Background: an optimization exercise with open tools, aiming at small area. Do not read the settings as production practice.
Function was checked by simulation only, so behaviour that the tests miss may differ from the original.
No driver is modelled on the clock port, so clocking that relies on it looks cheaper here than on a real chip.
Power is estimated from default activity; no workload was simulated.

// Stopwatch_main
module Stopwatch_main(
    input clk,
    input wire rst,
    input wire start,
    input wire [1:0] mode,
    input wire [3:0] init_0,
    input wire [3:0] init_1,
    output [7:0] sseg,
    output [3:0] an
    );
For scale: about 250 cells after synthesis, roughly 0.0019 mm² of cells after synthesis.
clock: 12.0 ns
lec_check: 0
cap_margin: 20
core_margin: 2
core_utilization: 50
gpl_timing_driven: 0
slew_margin: 20
standard.sh (not shown) runs the stock make flow with config.mk's settings and CLKGATE_MAP_FILE= SYNTH_SCRIPT=/design/flow/synth_recipe.tcl, a recipe that flattens the netlist after the stock synthesis.
==> flow/flow/run.sh <==
#!/bin/bash
# Own layout flow: the standard flow (standard.sh) with these changes.
#  1. Synthesis is the standard synthesis (synth_recipe.tcl), except that
#     the final ABC technology mapping is run once with each of the scripts
#     flow/abc_map*.script (area-oriented: deepsyn with different seeds, then
#     &nf; no buffering or upsizing), and the mapping with the smallest cell
#     area is kept. Registers are not touched by ABC, so their names and
#     cell types are those of the standard synthesis.
#     Yosys's half/full adder extraction is off (ADDER_MAP_FILE empty), so
#     ABC maps the adders' logic with the rest.
#     Yosys's insbuf (a buffer between two outputs that carry the same
#     signal) uses sky130_fd_sc_hd__buf_1 instead of buf_4.
#  2. Port buffers are sky130_fd_sc_hd__buf_1 (BUFFER_PORTS_ARGS).
#  3. Clock tree: CTS_ARGS below (clkbuf_8 buffers, no dummy loads), then
#     flow/post_cts.tcl (POST_CTS_TCL) sizes lightly loaded clock buffers
#     down.
# Every tool's full output goes to a log file in the work folder; ORFS's own
# logs are under orfs/logs/.
set -euo pipefail
W=$(pwd)
FL="$W/flow"

# synthesis script: synth_recipe.tcl with ABC's mapping replaced
{
  head -n 1 synth_recipe.tcl
  cat <<TCL
proc abc {args} {
  set i [lsearch -exact \$args -script]
  set libs {}
  foreach lib \$::env(LIB_FILES) { lappend libs -liberty \$lib }
  yosys design -save own_abc_pre
  set best -1
  foreach s [lsort [glob "$FL/abc_map*.script"]] {
    yosys design -load own_abc_pre
    lset args [expr {\$i + 1}] \$s
    yosys abc {*}\$args
    yosys tee -q -o {$W/own_abc_area.txt} stat {*}\$libs
    set fh [open {$W/own_abc_area.txt} r]
    set txt [read \$fh]
    close \$fh
    if {![regexp {Chip area for module[^:]*:\s*([0-9.]+)} \$txt -> a]} { error "no area" }
    puts "own abc: \$s area \$a"
    if {\$best < 0 || \$a < \$best} {
      set best \$a
      yosys design -save own_abc_best
    }
  }
  yosys design -load own_abc_best
  puts "own abc: kept area \$best"
}
proc insbuf {args} {
  yosys insbuf -buf sky130_fd_sc_hd__buf_1 A X
}
TCL
  tail -n +2 synth_recipe.tcl
} > own_synth.tcl

# standard.sh with the synthesis script swapped
sed "s#$W/synth_recipe.tcl#$W/own_synth.tcl#g" standard.sh > own_standard.sh
grep -q own_synth.tcl own_standard.sh

# The standard synthesis in a folder of its own, to check register names
sed "s#WORK_HOME=$W/orfs #WORK_HOME=$W/orfs_std #" standard.sh > std_synth.sh
grep -q orfs_std std_synth.sh
bash std_synth.sh synth > "$W/std_synth.log" 2>&1

export ADDER_MAP_FILE=
export BUFFER_PORTS_ARGS="-buffer_cell sky130_fd_sc_hd__buf_1"
export CTS_ARGS="-root_buf sky130_fd_sc_hd__clkbuf_8 -buf_list sky130_fd_sc_hd__clkbuf_8 -sink_clustering_enable -dont_use_dummy_load -repair_clock_nets"
bash own_standard.sh synth > "$W/flow_synth.log" 2>&1

# the registers (instance names and cell types) must be the standard ones
regs() {
  grep -E '^ *sky130_fd_sc_hd__[a-z0-9]*df[a-z0-9]*_[0-9]+ ' "$1" \
    | awk '{sub(/_[0-9]+$/, "", $1); print $1, $2}' | sort
}
regs orfs_std/results/sky130hd/Stopwatch_main/base/1_2_yosys.v > regs_std.txt
regs orfs/results/sky130hd/Stopwatch_main/base/1_2_yosys.v > regs_own.txt
if ! cmp -s regs_std.txt regs_own.txt || grep -qE ' _[0-9]+_$' regs_own.txt; then
  echo "register names differ from the standard synthesis" >&2
  diff regs_std.txt regs_own.txt >&2 || true
  exit 1
fi

export POST_CTS_TCL="$FL/post_cts.tcl"
bash own_standard.sh > "$W/flow_make.log" 2>&1
test -s out/final.def
==> flow/flow/abc_map00.script <==
strash
&get -n
&deepsyn -T 90 -S 20
&dch -f
&nf -p -R 1000
&put
topo
dnsize
==> flow/flow/abc_map01.script <==
strash
&get -n
&deepsyn -T 90 -S 21
&dch -f
&nf -p -R 1000
&put
topo
dnsize
==> flow/flow/abc_map02.script <==
strash
&get -n
&deepsyn -T 90 -S 22
&dch -f
&nf -p -R 1000
&put
topo
dnsize
==> flow/flow/abc_map03.script <==
strash
&get -n
&deepsyn -T 90 -S 23
&dch -f
&nf -p -R 1000
&put
topo
dnsize
==> flow/flow/abc_map04.script <==
strash
&get -n
&deepsyn -T 90 -S 24
&dch -f
&nf -p -R 1000
&put
topo
dnsize
==> flow/flow/abc_map05.script <==
strash
&get -n
&deepsyn -T 90 -S 25
&dch -f
&nf -p -R 1000
&put
topo
dnsize
==> flow/flow/abc_map06.script <==
strash
&get -n
&deepsyn -T 90 -S 26
&dch -f
&nf -p -R 1000
&put
topo
dnsize
==> flow/flow/abc_map07.script <==
strash
&get -n
&deepsyn -T 90 -S 27
&dch -f
&nf -p -R 1000
&put
topo
dnsize
==> flow/flow/abc_map08.script <==
strash
&get -n
&deepsyn -T 90 -S 28
&dch -f
&nf -p -R 1000
&put
topo
dnsize
==> flow/flow/abc_map09.script <==
strash
&get -n
&deepsyn -T 90 -S 29
&dch -f
&nf -p -R 1000
&put
topo
dnsize
Other scripts of this flow, unchanged in this note and not shown: flow/flow/post_cts.tcl
The baseline went through all stages and came out clean.
Next try:
==> flow/flow/abc_map00.script (replaced) <==
strash
&get -n
&deepsyn -T 35 -S 0
&dch -f
&nf -p -R 1000
&put
topo
dnsize
==> flow/flow/abc_map01.script (replaced) <==
strash
&get -n
&deepsyn -T 35 -S 1
&dch -f
&nf -p -R 1000
&put
topo
dnsize
==> flow/flow/abc_map02.script (replaced) <==
strash
&get -n
&deepsyn -T 35 -S 2
&dch -f
&nf -p -R 1000
&put
topo
dnsize
==> flow/flow/abc_map03.script (replaced) <==
strash
&get -n
&deepsyn -T 35 -S 3
&dch -f
&nf -p -R 1000
&put
topo
dnsize
==> flow/flow/abc_map04.script (replaced) <==
strash
&get -n
&deepsyn -T 35 -S 4
&dch -f
&nf -p -R 1000
&put
topo
dnsize
==> flow/flow/abc_map05.script (replaced) <==
strash
&get -n
&deepsyn -T 35 -S 5
&dch -f
&nf -p -R 1000
&put
topo
dnsize
==> flow/flow/abc_map06.script (replaced) <==
strash
&get -n
&deepsyn -T 35 -S 6
&dch -f
&nf -p -R 1000
&put
topo
dnsize
==> flow/flow/abc_map07.script (replaced) <==
strash
&get -n
&deepsyn -T 35 -S 7
&dch -f
&nf -p -R 1000
&put
topo
dnsize
==> flow/flow/abc_map08.script (replaced) <==
strash
&get -n
&deepsyn -T 35 -S 8
&dch -f
&nf -p -R 1000
&put
topo
dnsize
==> flow/flow/abc_map09.script (replaced) <==
strash
&get -n
&deepsyn -T 35 -S 9
&dch -f
&nf -p -R 1000
&put
topo
dnsize
==> flow/flow/abc_map10.script (new file) <==
strash
&get -n
&deepsyn -T 35 -S 10
&dch -f
&nf -p -R 1000
&put
topo
dnsize
==> flow/flow/abc_map11.script (new file) <==
strash
&get -n
&deepsyn -T 35 -S 11
&dch -f
&nf -p -R 1000
&put
topo
dnsize
Count of clock-buffer cells in the layout does not change.
Via count stays flat.
Cell area goes up by about 1.6%.
First-iteration DRC count decreases by 4.1%.
Global-route usage drops by 0.71 points.
Total power fell by 5.5%.
Sequential power barely changes.
Worst setup slack gains 440 ps.
Next try:
==> flow/flow/abc_map12.script (new file) <==
strash
&get -n
&deepsyn -T 35 -S 12
&dch -f
&nf -p -R 1000
&put
topo
dnsize
==> flow/flow/abc_map13.script (new file) <==
strash
&get -n
&deepsyn -T 35 -S 13
&dch -f
&nf -p -R 1000
&put
topo
dnsize
==> flow/flow/abc_map14.script (new file) <==
strash
&get -n
&deepsyn -T 35 -S 14
&dch -f
&nf -p -R 1000
&put
topo
dnsize
==> flow/flow/abc_map15.script (new file) <==
strash
&get -n
&deepsyn -T 35 -S 15
&dch -f
&nf -p -R 1000
&put
topo
dnsize
Result:
- power is lower by 8.0%
- synthesized cell count is lower by 6.0%
- sequential share of layout area is higher by 0.14 points
- routed wire length is higher by 3.5%
- design area is lower by 0.41%

* * *

## run A
Another version of the RTL of Stopwatch_main (not shown whole).
Size in the first run: roughly 300 cells after synthesis.
export LEC_CHECK = 0
export CAP_MARGIN = 20
export CORE_MARGIN = 2
export CORE_UTILIZATION = 50
export GPL_TIMING_DRIVEN = 0
export SLEW_MARGIN = 20
create_clock -name core_clock -period 12.0 [get_ports {clk}]
==> flow/flow/run.sh <==
#!/bin/bash
# Own layout flow: the standard flow (standard.sh) with these changes.
#  1. Synthesis is the standard synthesis (synth_recipe.tcl), except that
#     the final ABC technology mapping is run once with each of the scripts
#     flow/abc_map*.script (area-oriented: deepsyn with different seeds, then
#     &nf; no buffering or upsizing), and the mapping with the smallest cell
#     area is kept. Registers are not touched by ABC, so their names and
#     cell types are those of the standard synthesis.
#     Yosys's half/full adder extraction is off (ADDER_MAP_FILE empty), so
#     ABC maps the adders' logic with the rest.
#  2. Port buffers are sky130_fd_sc_hd__buf_1 (BUFFER_PORTS_ARGS).
#  3. Clock tree: CTS_ARGS below (clkbuf_8 buffers, no dummy loads), then
#     flow/post_cts.tcl (POST_CTS_TCL) sizes lightly loaded clock buffers
#     down.
# Every tool's full output goes to a log file in the work folder; ORFS's own
# logs are under orfs/logs/.
set -euo pipefail
W=$(pwd)
FL="$W/flow"

# synthesis script: synth_recipe.tcl with ABC's mapping replaced
{
  head -n 1 synth_recipe.tcl
  cat <<TCL
proc abc {args} {
  set i [lsearch -exact \$args -script]
  set libs {}
  foreach lib \$::env(LIB_FILES) { lappend libs -liberty \$lib }
  yosys design -save own_abc_pre
  set best -1
  foreach s [lsort [glob "$FL/abc_map*.script"]] {
    yosys design -load own_abc_pre
    lset args [expr {\$i + 1}] \$s
    yosys abc {*}\$args
    yosys tee -q -o {$W/own_abc_area.txt} stat {*}\$libs
    set fh [open {$W/own_abc_area.txt} r]
    set txt [read \$fh]
    close \$fh
    if {![regexp {Chip area for module[^:]*:\s*([0-9.]+)} \$txt -> a]} { error "no area" }
    puts "own abc: \$s area \$a"
    if {\$best < 0 || \$a < \$best} {
      set best \$a
      yosys design -save own_abc_best
    }
  }
  yosys design -load own_abc_best
  puts "own abc: kept area \$best"
}
TCL
  tail -n +2 synth_recipe.tcl
} > own_synth.tcl

# standard.sh with the synthesis script swapped
sed "s#$W/synth_recipe.tcl#$W/own_synth.tcl#g" standard.sh > own_standard.sh
grep -q own_synth.tcl own_standard.sh

# The standard synthesis in a folder of its own, to check register names
sed "s#WORK_HOME=$W/orfs #WORK_HOME=$W/orfs_std #" standard.sh > std_synth.sh
grep -q orfs_std std_synth.sh
bash std_synth.sh synth > "$W/std_synth.log" 2>&1

export ADDER_MAP_FILE=
export BUFFER_PORTS_ARGS="-buffer_cell sky130_fd_sc_hd__buf_1"
export CTS_ARGS="-root_buf sky130_fd_sc_hd__clkbuf_8 -buf_list sky130_fd_sc_hd__clkbuf_8 -sink_clustering_enable -dont_use_dummy_load -repair_clock_nets"
bash own_standard.sh synth > "$W/flow_synth.log" 2>&1

# the registers (instance names and cell types) must be the standard ones
regs() {
  grep -E '^ *sky130_fd_sc_hd__[a-z0-9]*df[a-z0-9]*_[0-9]+ ' "$1" \
    | awk '{sub(/_[0-9]+$/, "", $1); print $1, $2}' | sort
}
regs orfs_std/results/sky130hd/Stopwatch_main/base/1_2_yosys.v > regs_std.txt
regs orfs/results/sky130hd/Stopwatch_main/base/1_2_yosys.v > regs_own.txt
if ! cmp -s regs_std.txt regs_own.txt || grep -qE ' _[0-9]+_$' regs_own.txt; then
  echo "register names differ from the standard synthesis" >&2
  diff regs_std.txt regs_own.txt >&2 || true
  exit 1
fi

export POST_CTS_TCL="$FL/post_cts.tcl"
bash own_standard.sh > "$W/flow_make.log" 2>&1
test -s out/final.def
==> flow/flow/abc_map0.script <==
strash
&get -n
&deepsyn -T 5 -S 0
&dch -f
&nf -p -R 1000
&put
topo
dnsize
==> flow/flow/post_cts.tcl <==
# After CTS: size clock buffers down where their load is small. The root
# buffer, which drives only the other clock buffers, becomes clkbuf_2; a leaf
# buffer driving at most 8 clock pins becomes clkbuf_4. Cells only shrink in
# place, so placement stays legal.
set db [ord::get_db]
set block [ord::get_db_block]
foreach inst [$block getInsts] {
  set m [[$inst getMaster] getName]
  if {![string match "sky130_fd_sc_hd__clkbuf_*" $m]} { continue }
  set onet [[$inst findITerm X] getNet]
  if {$onet eq "NULL"} { continue }
  set nsinks 0
  set nbuf 0
  foreach it [$onet getITerms] {
    if {[$it getIoType] ne "INPUT"} { continue }
    incr nsinks
    if {[string match "sky130_fd_sc_hd__clkbuf_*" [[[$it getInst] getMaster] getName]]} { incr nbuf }
  }
  if {$nsinks > 0 && $nsinks == $nbuf} {
    set new sky130_fd_sc_hd__clkbuf_2
  } elseif {$nsinks <= 8} {
    set new sky130_fd_sc_hd__clkbuf_4
  } else {
    continue
  }
  if {$new eq $m} { continue }
  $inst swapMaster [$db findMaster $new]
  puts "post_cts: [$inst getName] $m -> $new ($nsinks sinks)"
}
Run A finished every stage and its layout cleared the timing, design-rule and antenna checks.
## Diff of input files: run B against run A
Settings: a deleted GPL_TIMING_DRIVEN that had been 0.
-- flow/flow/run.sh --
<<< run A, line 10
#     ABC maps the adders' logic with the rest.
#  2. Port buffers are sky130_fd_sc_hd__buf_1 (BUFFER_PORTS_ARGS).
#  3. Clock tree: CTS_ARGS below (clkbuf_8 buffers, no dummy loads), then
#     flow/post_cts.tcl (POST_CTS_TCL) sizes lightly loaded clock buffers
#     down.
# Every tool's full output goes to a log file in the work folder; ORFS's own
# logs are under orfs/logs/.
>>> run B, line 10
#     ABC maps the adders' logic with the rest.
#  2. Port buffers are sky130_fd_sc_hd__buf_1 (BUFFER_PORTS_ARGS).
#  3. Clock tree: CTS_ARGS below (clkbuf_8 buffers, no dummy loads).
# Every tool's full output goes to a log file in the work folder; ORFS's own
# logs are under orfs/logs/.
<<< run A, line 78
fi

export POST_CTS_TCL="$FL/post_cts.tcl"
bash own_standard.sh > "$W/flow_make.log" 2>&1
test -s out/final.def
>>> run B, line 76
fi

bash own_standard.sh > "$W/flow_make.log" 2>&1
test -s out/final.def
==> flow/flow/abc_map0.script <==
strash
&get -n
&deepsyn -T 40 -S 0
&dch -f
&nf -p -R 1000
&put
topo
dnsize
==> flow/flow/abc_map1.script (new file) <==
strash
&get -n
&deepsyn -T 40 -S 1
&dch -f
&nf -p -R 1000
&put
topo
dnsize
==> flow/flow/abc_map2.script (new file) <==
strash
&get -n
&deepsyn -T 40 -S 2
&dch -f
&nf -p -R 1000
&put
topo
dnsize
==> flow/flow/abc_map3.script (new file) <==
strash
&get -n
&deepsyn -T 40 -S 3
&dch -f
&nf -p -R 1000
&put
topo
dnsize
==> flow/flow/abc_map4.script (new file) <==
strash
&get -n
&deepsyn -T 40 -S 4
&dch -f
&nf -p -R 1000
&put
topo
dnsize
==> flow/flow/abc_map5.script (new file) <==
strash
&get -n
&deepsyn -T 40 -S 5
&dch -f
&nf -p -R 1000
&put
topo
dnsize
==> flow/flow/abc_map6.script (new file) <==
strash
&get -n
&deepsyn -T 40 -S 6
&dch -f
&nf -p -R 1000
&put
topo
dnsize
==> flow/flow/abc_map7.script (new file) <==
strash
&get -n
&deepsyn -T 40 -S 7
&dch -f
&nf -p -R 1000
&put
topo
dnsize
removed: flow/flow/post_cts.tcl
Results
The flow did not stop early for run B: all stages ran, and the layout cleared the timing, design-rule and antenna checks.
Post-detailed-routing wire length in run B is 6.1% below run A.
Diff run A -> run B: area of the mapped netlist fell by about 4%, via count fell by 218.
Going from run A to run B, post-synthesis share of cell area spent on xor and xnor gates grows by 1.4 points.
Net count of the finished layout (lower): run B
Run B: total internal power 6.6% above run A
Relative to run A, first-iteration DRC count increased by 103 in run B.
The more densely filled core belongs to run B, not run A.
Input-level comparison between run C and run B:
-- flow/flow/run.sh --
<<< run B, line 60
export ADDER_MAP_FILE=
export BUFFER_PORTS_ARGS="-buffer_cell sky130_fd_sc_hd__buf_1"
export CTS_ARGS="-root_buf sky130_fd_sc_hd__clkbuf_8 -buf_list sky130_fd_sc_hd__clkbuf_8 -sink_clustering_enable -dont_use_dummy_load -repair_clock_nets"
bash own_standard.sh synth > "$W/flow_synth.log" 2>&1

>>> run C, line 60
export ADDER_MAP_FILE=
export BUFFER_PORTS_ARGS="-buffer_cell sky130_fd_sc_hd__buf_1"
export CTS_ARGS="-root_buf sky130_fd_sc_hd__clkbuf_16 -buf_list sky130_fd_sc_hd__clkbuf_16 -sink_clustering_enable -sink_clustering_size 40 -sink_clustering_max_diameter 1000 -dont_use_dummy_load -repair_clock_nets"
bash own_standard.sh synth > "$W/flow_synth.log" 2>&1

==> flow/flow/abc_map0.script <==
strash
&get -n
&deepsyn -T 5 -S 0
&dch -f
&nf -p -R 1000
&put
topo
dnsize
removed: flow/flow/abc_map1.script
removed: flow/flow/abc_map2.script
removed: flow/flow/abc_map3.script
removed: flow/flow/abc_map4.script
removed: flow/flow/abc_map5.script
removed: flow/flow/abc_map6.script
removed: flow/flow/abc_map7.script
--- outcome ---
The die used by run C is larger than the one used by run B. The power number comes out lower for run B vs run C. Re layout overhead on the synthesized area: run C is 1.6 points up on run B. Summary of run C over run B: wire length shows an increase of about 6%, final worst-path cycle share shows an increase of 5.9 points. Basic-gate share of the synthesized area counting and, or, nand and nor cells: lower on run B. Taking run B as 1.0, run C lands at 1.09 on post-synthesis instance total.

re-timing with driven ports:
The flow's constraints put no driver on any port. The routed layouts listed below were extracted and timed again, unchanged, in two steps.
Step 1 (the two cells are an assumption about what drives the block):
set clk [get_ports {clk}]
set_driving_cell -lib_cell sky130_fd_sc_hd__clkbuf_16 $clk
set_driving_cell -lib_cell sky130_fd_sc_hd__buf_2 [delete_from_list [all_inputs] $clk]
Step 2 adds t to the input delays and takes it off the output delays; t is the mean of the earliest and latest rising clock arrival at the registers after step 1. Input paths then give back, and output paths get back, about the clock's delay inside the block.
Three values: no drivers, after step 1, after step 2; two values: the first two.
run | t, ns | slack for setup (ns) | worst setup path at the end
the first run of note 1 | 0.377 | 6.120 / 6.122 / 5.745 | input to register
the second run of note 1 | 0.355 | 6.565 / 6.562 / 6.207 | input to register
the third run of note 1 | 0.372 | 6.356 / 6.363 / 5.990 | input to register
run A | 0.387 | 6.528 / 6.527 / 6.141 | input to register
run B | 0.304 | 7.168 / 7.171 / 6.867 | input to register
run C | 0.306 | 6.458 / 6.464 / 6.158 | input to register
After both steps setup and hold are still met in every run listed. The setup slack of run A, which loses most, moves by -0.001 ns with the drivers and by -0.387 ns with both steps.
